What follows belongs to an exercise in optimizing a design on an open flow for small area, a short achievable clock period and few clock cycles per item; a production flow would make more cautious choices. RTL that was checked went through simulation tests only; none was proved equivalent to the original. No activity file was given, so power comes from the tool's default toggle rates.

## run B
==> flow/design.v <==
`timescale 10ns / 100ps
module divider #
(
    parameter   [16:0] REGMASK = (17'b1_1111_1111_1111_1110)
)(
    input           i_rstn          ,
    input           i_sclk          ,
    input           i_input_valid   ,
    input   [15:0]  i_dividend      ,
    input   [15:0]  i_divisor       ,
    output          o_output_valid  ,
    output  [15:0]  o_quotient      ,
    output  [15:0]  o_remainder
);
    wire    [15:0]  w_rem [0:16];
    wire    [15:0]  w_aq  [0:16];    
    wire    [15:0]  w_dvs [0:16];
    wire    [16:0]  w_vld;
    wire    [15:0]  s_rem [0:16];
    wire    [15:0]  s_aq  [0:16];
    wire    [15:0]  s_dvs [0:16];
    wire    [16:0]  s_vld;
    assign w_rem[0] = 16'd0;
    assign w_aq[0]  = i_dividend;
    assign w_dvs[0] = i_divisor;
    assign w_vld[0] = i_input_valid;
    genvar k;
    generate for (k = 0; k <= 16; k = k + 1) begin : stage
        if (k >= 1) begin : row
            wire    [k-1:0] x  = (k == 1) ? s_aq[k-1][15] : {s_rem[k-1][k-2 >= 0 ? k-2 : 0:0], s_aq[k-1][15]};
            wire    [k-1:0] bl = s_dvs[k-1][k-1:0];
            wire    [k:0]   d  = {1'b0, x} - {1'b0, bl};
            wire            hz = (k == 16) ? 1'b1 : ~|(s_dvs[k-1] >> k);
            wire            q  = hz & ~d[k];
            wire    [k-1:0] r  = q ? d[k-1:0] : x;
            assign w_rem[k] = {{(16-k){1'b0}}, r};
            assign w_aq[k]  = {s_aq[k-1][14:0], q};
            assign w_dvs[k] = s_dvs[k-1];
            assign w_vld[k] = s_vld[k-1];
        end
        if (REGMASK[k]) begin : pipe
            reg         r_vld;
            reg [15:0]  r_aq;
            always @(posedge i_sclk or negedge i_rstn)
                if (!i_rstn) r_vld <= 1'b0;
                else         r_vld <= w_vld[k];
            always @(posedge i_sclk)
                r_aq <= w_aq[k];
            assign s_vld[k] = r_vld;
            assign s_aq[k]  = r_aq;
            if (k >= 1) begin : rem
                reg [k-1:0] r_rem;
                always @(posedge i_sclk)
                    r_rem <= w_rem[k][k-1:0];
                assign s_rem[k] = {{(16-k){1'b0}}, r_rem};
            end else begin : norem
                assign s_rem[k] = 16'd0;
            end
            if (k < 16) begin : dvs
                reg [15:0] r_dvs;
                always @(posedge i_sclk)
                    r_dvs <= w_dvs[k];
                assign s_dvs[k] = r_dvs;
            end else begin : nodvs
                assign s_dvs[k] = 16'd0;
            end
        end else begin : thru
            assign s_vld[k] = w_vld[k];
            assign s_aq[k]  = w_aq[k];
            assign s_rem[k] = w_rem[k];
            assign s_dvs[k] = w_dvs[k];
        end
    end
    endgenerate
    assign o_output_valid = s_vld[16];
    assign o_quotient     = s_aq[16];
    assign o_remainder    = s_rem[16];
endmodule
export LEC_CHECK = 0
export ABC_AREA = 1
export CAP_MARGIN = 20
export CORE_MARGIN = 2
export CORE_UTILIZATION = 45
export PLACE_DENSITY = 0.6
export SETUP_SLACK_MARGIN = 3.0
export SLEW_MARGIN = 20
create_clock -name core_clock -period 5.5 [get_ports {i_sclk}]
standard.sh (not shown) runs the stock make flow with config.mk's settings and CLKGATE_MAP_FILE= SYNTH_SCRIPT=/design/flow/synth_recipe.tcl, a recipe that flattens the netlist after the stock synthesis.
==> flow/flow/run.sh <==
#!/bin/bash
# Standard synthesis, unchanged; then the standard layout with port buffers
# that the resizer may resize (no footprint matching).
set -e
bash standard.sh synth > synth.log 2>&1
bash standard.sh MATCH_CELL_FOOTPRINT=0 "BUFFER_PORTS_ARGS=-buffer_cell sky130_fd_sc_hd__buf_4" finish > layout.log 2>&1
Testbench counts of run B, summed over its fixed seeds: cycles 16,128, items 16,000.
### run B -> run C
diff --git a/flow/design.v b/flow/design.v
--- a/flow/design.v
+++ b/flow/design.v
@@ -2,5 +2,5 @@
 module divider #
 (
-    parameter   [16:0] REGMASK = (17'b1_1111_1111_1111_1110)
+    parameter   [16:0] REGMASK = (17'b1_1111_1111_1111_1100)
 )(
     input           i_rstn          ,
## What came out
- Comparing run B against run C, there is no change at all in non-clock buffer count.
- Per the comparison of run C with run B, complex-gate fraction of the synthesized area went up 0.30 points; final design instance area without fill shrank by 910 sq um; minimum period implied by the final worst setup slack has increased; sequential share of layout area shows a reduction of 0.91 points.
- Number of non-filler instances in the completed layout delta for run C relative to run B: 2.9% lower
- Run C did not stop at any stage, and its layout met the timing, DRC and antenna checks.
- Going from run B to run C, number of cell rows lower, combinational power neither gained nor lost much.
- From run B to run C, aggregate negative setup slack did not move at all.
- Measured against run C, the cell-internal power of run B comes out at 1.07 times the reference value.
- Changes observed in run C relative to run B: number of distinct library cells after synthesis down 2, total power down 5.9%, flip-flop and latch count down 34, growth of design area from synthesis to finish down 0.46 points.
The RTL of run C was laid out without a check of its function.

========
== job 1993 ==
RTL: the design.v shown in full above, as it stands there.
make LEC_CHECK=0 ABC_CLOCK_PERIOD_IN_PS=1000 CAP_MARGIN=20 CORE_MARGIN=2 CORE_UTILIZATION=45 PLACE_DENSITY=0.6 SETUP_SLACK_MARGIN=3.0 SLEW_MARGIN=20 finish   # period 5.5 ns
run.sh (not shown) runs the stock make flow with config.mk's settings and CLKGATE_MAP_FILE= SYNTH_SCRIPT=/design/flow/synth_recipe.tcl, a recipe that flattens the netlist after the stock synthesis.
Stock flow here: none of the scripts above is used.
Job 1993 finished every step from synthesis to the final layout, and the layout passed the timing, DRC and antenna checks.
Testbench counts of job 1993, summed over its fixed seeds: cycles 16,128, items 16,000.
Here is what was changed in the inputs of job 6676 compared with job 1993.
diff --git a/flow/design.v b/flow/design.v
--- a/flow/design.v
+++ b/flow/design.v
@@ -1,8 +1,8 @@
 `timescale 10ns / 100ps
 module divider #
 (
-    parameter   [16:0] REGMASK = (17'b1_1111_1111_1111_1110)
+    parameter   [16:0] REGMASK = (17'b1_1010_1010_1010_1010)
 )(
     input           i_rstn          ,
     input           i_sclk          ,
     input           i_input_valid   ,
Compared with job 1993, job 6676 shows post-route standard cell area excluding fillers that has gone down by more than 10%.
Job 6676 vs job 1993: worst stage delay on the critical path down in job 6676
Job 6676: count of H-tree levels built during CTS is 1 lower than what job 1993 reported.
Job 6676 reports a lower number of clock buffer instances in the layout than job 1993 does.
Job 6676 vs. job 1993: tightest slew margin relative to the limit climbed 14 points; via count went down 2,572; clock network fraction of total power fell 3.2 points; critical path depth picked up an extra 10.
Share of power burned in registers was lower in the run labelled job 6676.
In the tables for job 6676 and job 1993, area of the core reads higher with job 1993.
Comparing job 6676 and job 1993, wire length is higher on job 1993.
Job 6676: register area share after synthesis is 13 points lower than what job 1993 reported.
Core utilization came out higher on job 6676 than on job 1993.
| minimum setup slack in the final design | job 6676 vs job 1993 | worse |
Only the layout flow was run in job 6676; the RTL was not checked for function there.

========
## old
RTL: the design.v shown in full above, as it stands there.
clock: 5.5 ns
lec_check: 0
abc_area: 1
cap_margin: 20
core_margin: 2
core_utilization: 45
cts_cluster_diameter: 80
cts_cluster_size: 30
place_density: 0.6
setup_slack_margin: 3.0
slew_margin: 20
standard.sh (not shown) runs the stock make flow with config.mk's settings and CLKGATE_MAP_FILE= SYNTH_SCRIPT=/design/flow/synth_recipe.tcl, a recipe that flattens the netlist after the stock synthesis.
Scripts as last shown in full above: flow/flow/run.sh
The final layout from old, which completed every stage, passed the timing, DRC and antenna checks at the end of the flow.
Testbench counts of old, summed over its fixed seeds: cycles 16,128, items 16,000.
Inputs modified between old and new:
-- flow/design.v --
<<< old, line 30
            wire    [k-1:0] x  = (k == 1) ? s_aq[k-1][15] : {s_rem[k-1][k-2 >= 0 ? k-2 : 0:0], s_aq[k-1][15]};
            wire    [k-1:0] bl = s_dvs[k-1][k-1:0];
            wire    [k:0]   d  = {1'b0, x} - {1'b0, bl};
            wire            hz = (k == 16) ? 1'b1 : ~|(s_dvs[k-1] >> k);
            wire            q  = hz & ~d[k];
            wire    [k-1:0] r  = q ? d[k-1:0] : x;
            assign w_rem[k] = {{(16-k){1'b0}}, r};
            assign w_aq[k]  = {s_aq[k-1][14:0], q};
>>> new, line 30
            wire    [k-1:0] x  = (k == 1) ? s_aq[k-1][15] : {s_rem[k-1][k-2 >= 0 ? k-2 : 0:0], s_aq[k-1][15]};
            wire    [k-1:0] bl = s_dvs[k-1][k-1:0];
            localparam integer L = $clog2(k) + 1;
            wire    [k-1:0] gi = x & ~bl;            
            wire    [k-1:0] ti = x | ~bl;            
            wire    [k-1:0] gg [0:L];
            wire    [k-1:0] pp [0:L];
            assign gg[0] = {gi[k-1:1], 1'b1};
            assign pp[0] = {ti[(k > 1 ? k-2 : 0):0], 1'b0};
            genvar l, j;
            for (l = 0; l < L; l = l + 1) begin : lvl
                for (j = 0; j < k; j = j + 1) begin : bt
                    if ((j >> l) & 1) begin : comb
                        localparam integer m = ((j >> l) << l) - 1;
                        assign gg[l+1][j] = gg[l][j] | (pp[l][j] & gg[l][m]);
                        assign pp[l+1][j] = pp[l][j] & pp[l][m];
                    end else begin : pass
                        assign gg[l+1][j] = gg[l][j];
                        assign pp[l+1][j] = pp[l][j];
                    end
                end
            end
            wire    [k:0]   c  = {ti & gg[L], 1'b1};
            wire    [k-1:0] d  = ~(x ^ bl) ^ c[k-1:0];
            wire            hz = (k == 16) ? 1'b1 : ~|(s_dvs[k-1] >> k);
            wire            q  = hz & c[k];
            wire    [k-1:0] r  = q ? d : x;
            assign w_rem[k] = {{(16-k){1'b0}}, r};
            assign w_aq[k]  = {s_aq[k-1][14:0], q};
For old, the class of the tightest hold or removal check was flop to flop, unlike new, where it was input pin to asynchronous set/reset pin. Of the two values seen for worst-path cell with the longest stage delay, dfxtp_1 was produced by new and fa_1 by old. new against old: area of the die rose by 1.8%, switching portion of total power fell by 1.9 points. When new is measured against old, its path depth of the worst reg2reg path turns out 2 higher. Changes observed in new relative to old: count of cells resized by post-cts repair climbed 1, routed wire length went down by about 22%, detailed-route via count fell about 12%, power went down by about 5%, design area went up by 1.6%. In the reports for new and old, the smaller area share of fa/ha/maj cells after synthesis belongs to old. new — internal power of the cells 2.6% lower, old as reference. new ends up with a maximum clock frequency that is 3.8% lower than in old. Final worst-path setup slack ended up 88 ps lower on new than on old. new vs old — non-clock buffer total of the final layout rose 1.
Function not checked in new: the RTL went through the layout flow alone.

[static timing again, ports no longer ideal]
No port has a modelled driver above. Below, the same layouts with a new extraction and two added sets of constraints. Step 1: set_driving_cell puts a clkbuf_16 on i_sclk and a buf_2 on each other input, an assumption about the parent block. Step 2, shift: input delay + t, output delay - t, t = (earliest + latest rising clock arrival at the registers) / 2. This alone moves slack from input paths to output paths. Three values: no drivers, after step 1, after step 2; two values: the first two.
run | shift t [ns] | slack for setup (ns) | worst hold slack (ns) | worst slew at a driven data input, ns
run B | 0.639 | 3.306 / 3.249 / 3.295 | 0.320 / 0.320 / 0.320 | 0.05
run C | 0.670 | 3.244 / 3.209 / 2.640 | 0.302 / 0.270 / 0.307 | 0.03
job 1993 | 0.651 | 2.906 / 2.906 / 2.906 | 0.314 / 0.314 / 0.314 | 0.04
job 6676 | 0.579 | 1.472 / 1.472 / 1.472 | 0.321 / 0.321 / 0.321 | 0.04
old | 0.621 | 3.296 / 3.267 / 3.296 | 0.321 / 0.321 / 0.321 | 0.05
new | 0.653 | 3.208 / 3.208 / 3.208 | 0.329 / 0.299 / 0.329 | 0.04
After both steps every run listed still meets setup and hold. The setup slack of run C, which loses most, moves by -0.035 ns with the drivers and by -0.604 ns with both steps.
